From an optimization exercise on the open Yosys and OpenROAD flow, aimed at small area; shortcuts taken in it are not production practice.
In this exercise RTL edits were held to simulation tests only and were not proved equivalent to the original.

// cordic_pipelined
module cordic_pipelined(clk, z0, xn, yn);
  input clk;
  input signed [12:0] z0;
  output [17:0] xn, yn;
  wire signed [12:0] za = z0;
  wire pos_big = za > 13'sh5A0;
  wire neg_big = za < -13'sh5A0;
  wire flip_in = pos_big | neg_big;
  wire d0_c0 = pos_big ? (za < 13'shB40) : neg_big ? (za < -13'shB40) : za[12];
  reg [10:0] k1;
  always @(*) begin
    case ({pos_big, neg_big, d0_c0})
      3'b100: k1 = 11'h1f0;
      3'b101: k1 = 11'h790;
      3'b010: k1 = 11'h070;
      3'b011: k1 = 11'h610;
      3'b001: k1 = 11'h2d0;
      default: k1 = 11'h530;
    endcase
  end
  wire [10:0] z1_c0 = za[10:0] + k1;
  reg f_r1, d0_r1; reg [10:0] z1_r1;
  always @(posedge clk) begin f_r1 <= flip_in; d0_r1 <= d0_c0; z1_r1 <= z1_c0; end
  wire signed [10:0] z1s = z1_r1;
  wire d1_c1 = z1_r1[10];
  wire d2_c1 = d1_c1 ? (z1s < -11'sh1A9) : (z1s < 11'sh1A9);
  reg [8:0] k2;
  always @(*) begin
    case ({d1_c1, d2_c1})
      2'b00: k2 = 9'h177;
      2'b01: k2 = 9'h137;
      2'b10: k2 = 9'h0c9;
      default: k2 = 9'h089;
    endcase
  end
  wire [8:0] z3_c1 = z1_r1[8:0] + k2;
  reg f_r2; reg [2:0] d_r2; reg [8:0] z3_r2;
  always @(posedge clk) begin f_r2 <= f_r1; d_r2 <= {d2_c1, d1_c1, d0_r1}; z3_r2 <= z3_c1; end
  wire signed [8:0] z3s = z3_r2;
  wire d3_c2 = z3_r2[8];
  wire d4_c2 = d3_c2 ? (z3s < -9'sh072) : (z3s < 9'sh072);
  wire d5_c2 = ({d3_c2, d4_c2} == 2'b00) ? (z3s < 9'sd171) :
               ({d3_c2, d4_c2} == 2'b01) ? (z3s < 9'sd57) :
               ({d3_c2, d4_c2} == 2'b10) ? (z3s < -9'sd57) : (z3s < -9'sd171);
  reg [5:0] k3;
  always @(*) begin
    case ({d3_c2, d4_c2, d5_c2})
      3'b000: k3 = 6'h39;
      3'b001: k3 = 6'h31;
      3'b010: k3 = 6'h2b;
      3'b011: k3 = 6'h23;
      3'b100: k3 = 6'h1d;
      3'b101: k3 = 6'h15;
      3'b110: k3 = 6'h0f;
      3'b111: k3 = 6'h07;
      default: k3 = 6'h0;
    endcase
  end
  wire [5:0] z6_c2 = z3_r2[5:0] + k3;
  reg f_r3; reg [5:0] d_r3; reg [5:0] z6_r3;
  always @(posedge clk) begin f_r3 <= f_r2; d_r3 <= {d5_c2, d4_c2, d3_c2, d_r2}; z6_r3 <= z6_c2; end
  ...
Size: about 1300 cells after synthesis, ~270 flip-flops, about 50 I/O pins, roughly 15000 µm² of cells after synthesis.
==> flow/config.mk <==
export PLATFORM = sky130hd
export DESIGN_NAME = cordic_pipelined
export DESIGN_NICKNAME = cordic_pipelined
export VERILOG_FILES = /design/flow/design.v
export SDC_FILE = /design/flow/constraint.sdc
export NUM_CORES = 4
export LEC_CHECK = 0
export CAP_MARGIN = 5
export CORE_MARGIN = 2
export CORE_UTILIZATION = 60
export CTS_BUF_LIST = sky130_fd_sc_hd__clkbuf_8
export CTS_CLUSTER_DIAMETER = 100
export CTS_CLUSTER_SIZE = 20
export SLEW_MARGIN = 5
export SYNTH_HIERARCHICAL = 1
==> flow/constraint.sdc <==
create_clock -name core_clock -period 5.0 [get_ports {clk}]
set_input_delay 1.0000 -clock core_clock [delete_from_list [all_inputs] [get_ports {clk}]]
set_output_delay 1.0000 -clock core_clock [all_outputs]
set_load 0.01 [all_outputs]
standard.sh (not shown) runs the stock make flow with config.mk's settings and CLKGATE_MAP_FILE= SYNTH_SCRIPT=/design/flow/synth_recipe.tcl, a recipe that flattens the netlist after the stock synthesis.
==> flow/flow/run.sh <==
#!/bin/bash
# The standard layout (standard.sh: ORFS synthesis through finish, unchanged),
# except that the input/output port buffers are made from the smallest buffer cell.
cp standard.sh standard_sh.txt
export BUFFER_PORTS_ARGS="-buffer_cell sky130_fd_sc_hd__buf_1"
bash standard.sh > standard.log 2>&1
The starting point completed with no timing, DRC or antenna violations.
Edit:
CAP_MARGIN = 20   (was 5)
CORE_UTILIZATION = 40   (was 60)
SLEW_MARGIN = 20   (was 5)
The new run passed the timing, design-rule and antenna checks; fmax hardly moves; clock skew came out lower by 16 ps; synthesized area stays the same; non-clock buffer count grows by 2; final cell count rises by 8.5%; cell area goes up by 1.5%.

========
Another version of the RTL of cordic_pipelined (not shown whole).
Size in the first run: roughly 50 I/O pins, ~15000 µm² of cells after synthesis.
Design cordic_pipelined, start of the top module:
module cordic_pipelined(clk, z0, xn, yn);
  input clk;
  input signed [12:0] z0;
  output [17:0] xn, yn;
  wire signed [12:0] za = z0;
  wire pos_big = za > 13'sh5A0;
  wire neg_big = za < -13'sh5A0;
  wire flip_in = pos_big | neg_big;
  wire d0_c0 = pos_big ? (za < 13'shB40) : neg_big ? (za < -13'shB40) : za[12];
  reg [10:0] k1;
  always @(*) begin
    case ({pos_big, neg_big, d0_c0})
      3'b100: k1 = 11'h1f0;
      3'b101: k1 = 11'h790;
      3'b010: k1 = 11'h070;
      3'b011: k1 = 11'h610;
      3'b001: k1 = 11'h2d0;
      default: k1 = 11'h530;
    endcase
  end
  wire [10:0] z1_c0 = za[10:0] + k1;
  reg f_r1, d0_r1; reg [10:0] z1_r1;
  always @(posedge clk) begin f_r1 <= flip_in; d0_r1 <= d0_c0; z1_r1 <= z1_c0; end
  wire signed [10:0] z1s = z1_r1;
  wire d1_c1 = z1_r1[10];
  wire d2_c1 = d1_c1 ? (z1s < -11'sh1A9) : (z1s < 11'sh1A9);
  reg [8:0] k2;
  always @(*) begin
    case ({d1_c1, d2_c1})
      2'b00: k2 = 9'h177;
      2'b01: k2 = 9'h137;
      2'b10: k2 = 9'h0c9;
      default: k2 = 9'h089;
    endcase
  end
  wire [8:0] z3_c1 = z1_r1[8:0] + k2;
  reg f_r2; reg [2:0] d_r2; reg [8:0] z3_r2;
  always @(posedge clk) begin f_r2 <= f_r1; d_r2 <= {d2_c1, d1_c1, d0_r1}; z3_r2 <= z3_c1; end
  wire signed [8:0] z3s = z3_r2;
  wire d3_c2 = z3_r2[8];
  wire d4_c2 = d3_c2 ? (z3s < -9'sh072) : (z3s < 9'sh072);
  wire d5_c2 = ({d3_c2, d4_c2} == 2'b00) ? (z3s < 9'sd171) :
  ...
Settings: LEC_CHECK=0, CAP_MARGIN=20, CORE_MARGIN=2, CORE_UTILIZATION=60, CTS_BUF_LIST=sky130_fd_sc_hd__clkbuf_8, CTS_CLUSTER_DIAMETER=100, CTS_CLUSTER_SIZE=18, PLACE_DENSITY=0.8, SLEW_MARGIN=20, SYNTH_HIERARCHICAL=1; clock period 5.0 ns.
Scripts as last shown in full above: flow/flow/run.sh
The baseline completed without violations.
==> next run, changes <==
--- a/flow/config.mk
+++ b/flow/config.mk
@@ -10,6 +10,5 @@
 export CORE_UTILIZATION = 60
-export CTS_BUF_LIST = sky130_fd_sc_hd__clkbuf_8
+export CTS_BUF_LIST = sky130_fd_sc_hd__clkbuf_16
 export CTS_CLUSTER_DIAMETER = 100
-export CTS_CLUSTER_SIZE = 18
-export PLACE_DENSITY = 0.8
+export CTS_CLUSTER_SIZE = 30
 export SLEW_MARGIN = 20
Sequential cell count does not change.
Cell area hardly moves.
Clock skew went up by 10 ps.
Clock-buffer cell count fell by 8.
==> next run, changes <==
==> flow/flow/run.sh (replaced) <==
#!/bin/bash
# The standard layout (standard.sh: ORFS from synthesis through finish), with two changes:
#  - the input/output port buffers are made from the smallest buffer cell;
#  - synthesis maps the logic with an area-oriented ABC script (flow/abc_area_map.script)
#    in place of ORFS's abc_speed.script. Everything else in synthesis is ORFS's own
#    (run from a copy of ORFS's scripts folder in which only that one file differs).
set -e
rm -rf orfs_scripts
cp -r "$FLOW_HOME/scripts" orfs_scripts
cp flow/abc_area_map.script orfs_scripts/abc_speed.script
export SCRIPTS_DIR="$PWD/orfs_scripts"
export BUFFER_PORTS_ARGS="-buffer_cell sky130_fd_sc_hd__buf_1"
cp standard.sh standard_sh.txt
bash standard.sh > standard.log 2>&1
==> flow/flow/abc_area_map.script (new file) <==
strash
dch
map -a
topo
stime -c
buffer -c
upsize -c
dnsize -c
--- a/flow/config.mk
+++ b/flow/config.mk
@@ -10,5 +10,5 @@
 export CORE_UTILIZATION = 60
-export CTS_BUF_LIST = sky130_fd_sc_hd__clkbuf_16
+export CTS_BUF_LIST = sky130_fd_sc_hd__clkbuf_8
 export CTS_CLUSTER_DIAMETER = 100
-export CTS_CLUSTER_SIZE = 30
+export CTS_CLUSTER_SIZE = 18
 export SLEW_MARGIN = 20
Effect: Cell area went down by 0.98%; non-clock buffer count does not change; setup slack got worse by 17 ps.

========
cordic_pipelined again, from the RTL that the note above started with.
==> flow/design.v (excerpt) <==
module cordic_pipelined(clk, z0, xn, yn);
  input clk;
  input signed [12:0] z0;
  output [17:0] xn, yn;
  wire signed [12:0] za = z0;
  wire pos_big = za > 13'sh5A0;
  wire neg_big = za < -13'sh5A0;
  wire flip_in = pos_big | neg_big;
  wire d0_c0 = pos_big ? (za < 13'shB40) : neg_big ? (za < -13'shB40) : za[12];
  reg [10:0] k1;
  always @(*) begin
    case ({pos_big, neg_big, d0_c0})
      3'b100: k1 = 11'h1f0;
      3'b101: k1 = 11'h790;
      3'b010: k1 = 11'h070;
      3'b011: k1 = 11'h610;
      3'b001: k1 = 11'h2d0;
      default: k1 = 11'h530;
    endcase
  end
  wire [10:0] z1_c0 = za[10:0] + k1;
  reg f_r1, d0_r1; reg [10:0] z1_r1;
  always @(posedge clk) begin f_r1 <= flip_in; d0_r1 <= d0_c0; z1_r1 <= z1_c0; end
  wire signed [10:0] z1s = z1_r1;
  wire d1_c1 = z1_r1[10];
  wire d2_c1 = d1_c1 ? (z1s < -11'sh1A9) : (z1s < 11'sh1A9);
  reg [8:0] k2;
  always @(*) begin
    case ({d1_c1, d2_c1})
      2'b00: k2 = 9'h177;
      2'b01: k2 = 9'h137;
      2'b10: k2 = 9'h0c9;
      default: k2 = 9'h089;
    endcase
  end
  wire [8:0] z3_c1 = z1_r1[8:0] + k2;
  reg f_r2; reg [2:0] d_r2; reg [8:0] z3_r2;
  always @(posedge clk) begin f_r2 <= f_r1; d_r2 <= {d2_c1, d1_c1, d0_r1}; z3_r2 <= z3_c1; end
  wire signed [8:0] z3s = z3_r2;
  wire d3_c2 = z3_r2[8];
  wire d4_c2 = d3_c2 ? (z3s < -9'sh072) : (z3s < 9'sh072);
  wire d5_c2 = ({d3_c2, d4_c2} == 2'b00) ? (z3s < 9'sd171) :
  ...
Settings: LEC_CHECK=0, CAP_MARGIN=20, CORE_MARGIN=2, CORE_UTILIZATION=60, CTS_BUF_LIST=sky130_fd_sc_hd__clkbuf_8, CTS_CLUSTER_DIAMETER=100, CTS_CLUSTER_SIZE=18, SLEW_MARGIN=20, SYNTH_HIERARCHICAL=1; clock period 5.0 ns.
==> flow/flow/run.sh <==
#!/bin/bash
# The standard layout (standard.sh: ORFS from synthesis through finish), with two changes:
#  - the input/output port buffers are made from the smallest buffer cell;
#  - synthesis maps the logic with an area-oriented ABC script (flow/abc_area_map.script)
#    in place of ORFS's abc_speed.script. Everything else in synthesis is ORFS's own
#    (run from a copy of ORFS's scripts folder in which only that one file differs).
set -e
rm -rf orfs_scripts
cp -r "$FLOW_HOME/scripts" orfs_scripts
cp flow/abc_area_map.script orfs_scripts/abc_speed.script
export SCRIPTS_DIR="$PWD/orfs_scripts"
export BUFFER_PORTS_ARGS="-buffer_cell sky130_fd_sc_hd__buf_1"
cp standard.sh standard_sh.txt
bash standard.sh > standard.log 2>&1
==> flow/flow/abc_area_map.script <==
strash
dch
map -a
strash
dch
map -a
topo
stime -c
dnsize -c
The starting point produced a clean layout.
Change:
==> flow/flow/abc_area_map.script (replaced) <==
strash
dch
map -a
strash
dch
map -a
topo
stime -c
buffer -c
upsize -c
dnsize -c
=> Cell area stays flat. Wire length increases by about 8%. Cell count decreases by about 0.38%. Hold slack stays flat. Die area increases by 1.6%. Register-to-register slack barely changes.

re-timing with driven ports:
The flow's constraints put no driver on any port. The routed layouts listed below were extracted and timed again, unchanged, in two steps. Step 1: set_driving_cell puts a clkbuf_16 on clk and a buf_2 on each other input, an assumption about the parent block. Step 2 adds t to the input delays and takes it off the output delays; t is the mean of the earliest and latest rising clock arrival at the registers after step 1. Input paths then give back, and output paths get back, about the clock's delay inside the block. a / b / c = ideal / step 1 / step 2; a / b = the first two.
run	t (ns)	slack for setup (ns)	worst data-port slew with drivers (ns)
the first run of note 1	0.566	0.148 / 0.118 / 0.148	0.03
the second run of note 1	0.581	0.140 / 0.132 / 0.140	0.04
the first run of note 2	0.573	0.090 / 0.090 / 0.090	0.03
the second run of note 2	0.538	0.134 / 0.086 / 0.166	0.03
the third run of note 2	0.578	0.117 / 0.117 / 0.117	0.03
the first run of note 3	0.561	0.171 / 0.171 / 0.171	0.03
the second run of note 3	0.567	0.171 / 0.171 / 0.171	0.03
After both steps setup and hold are still met in every run listed.
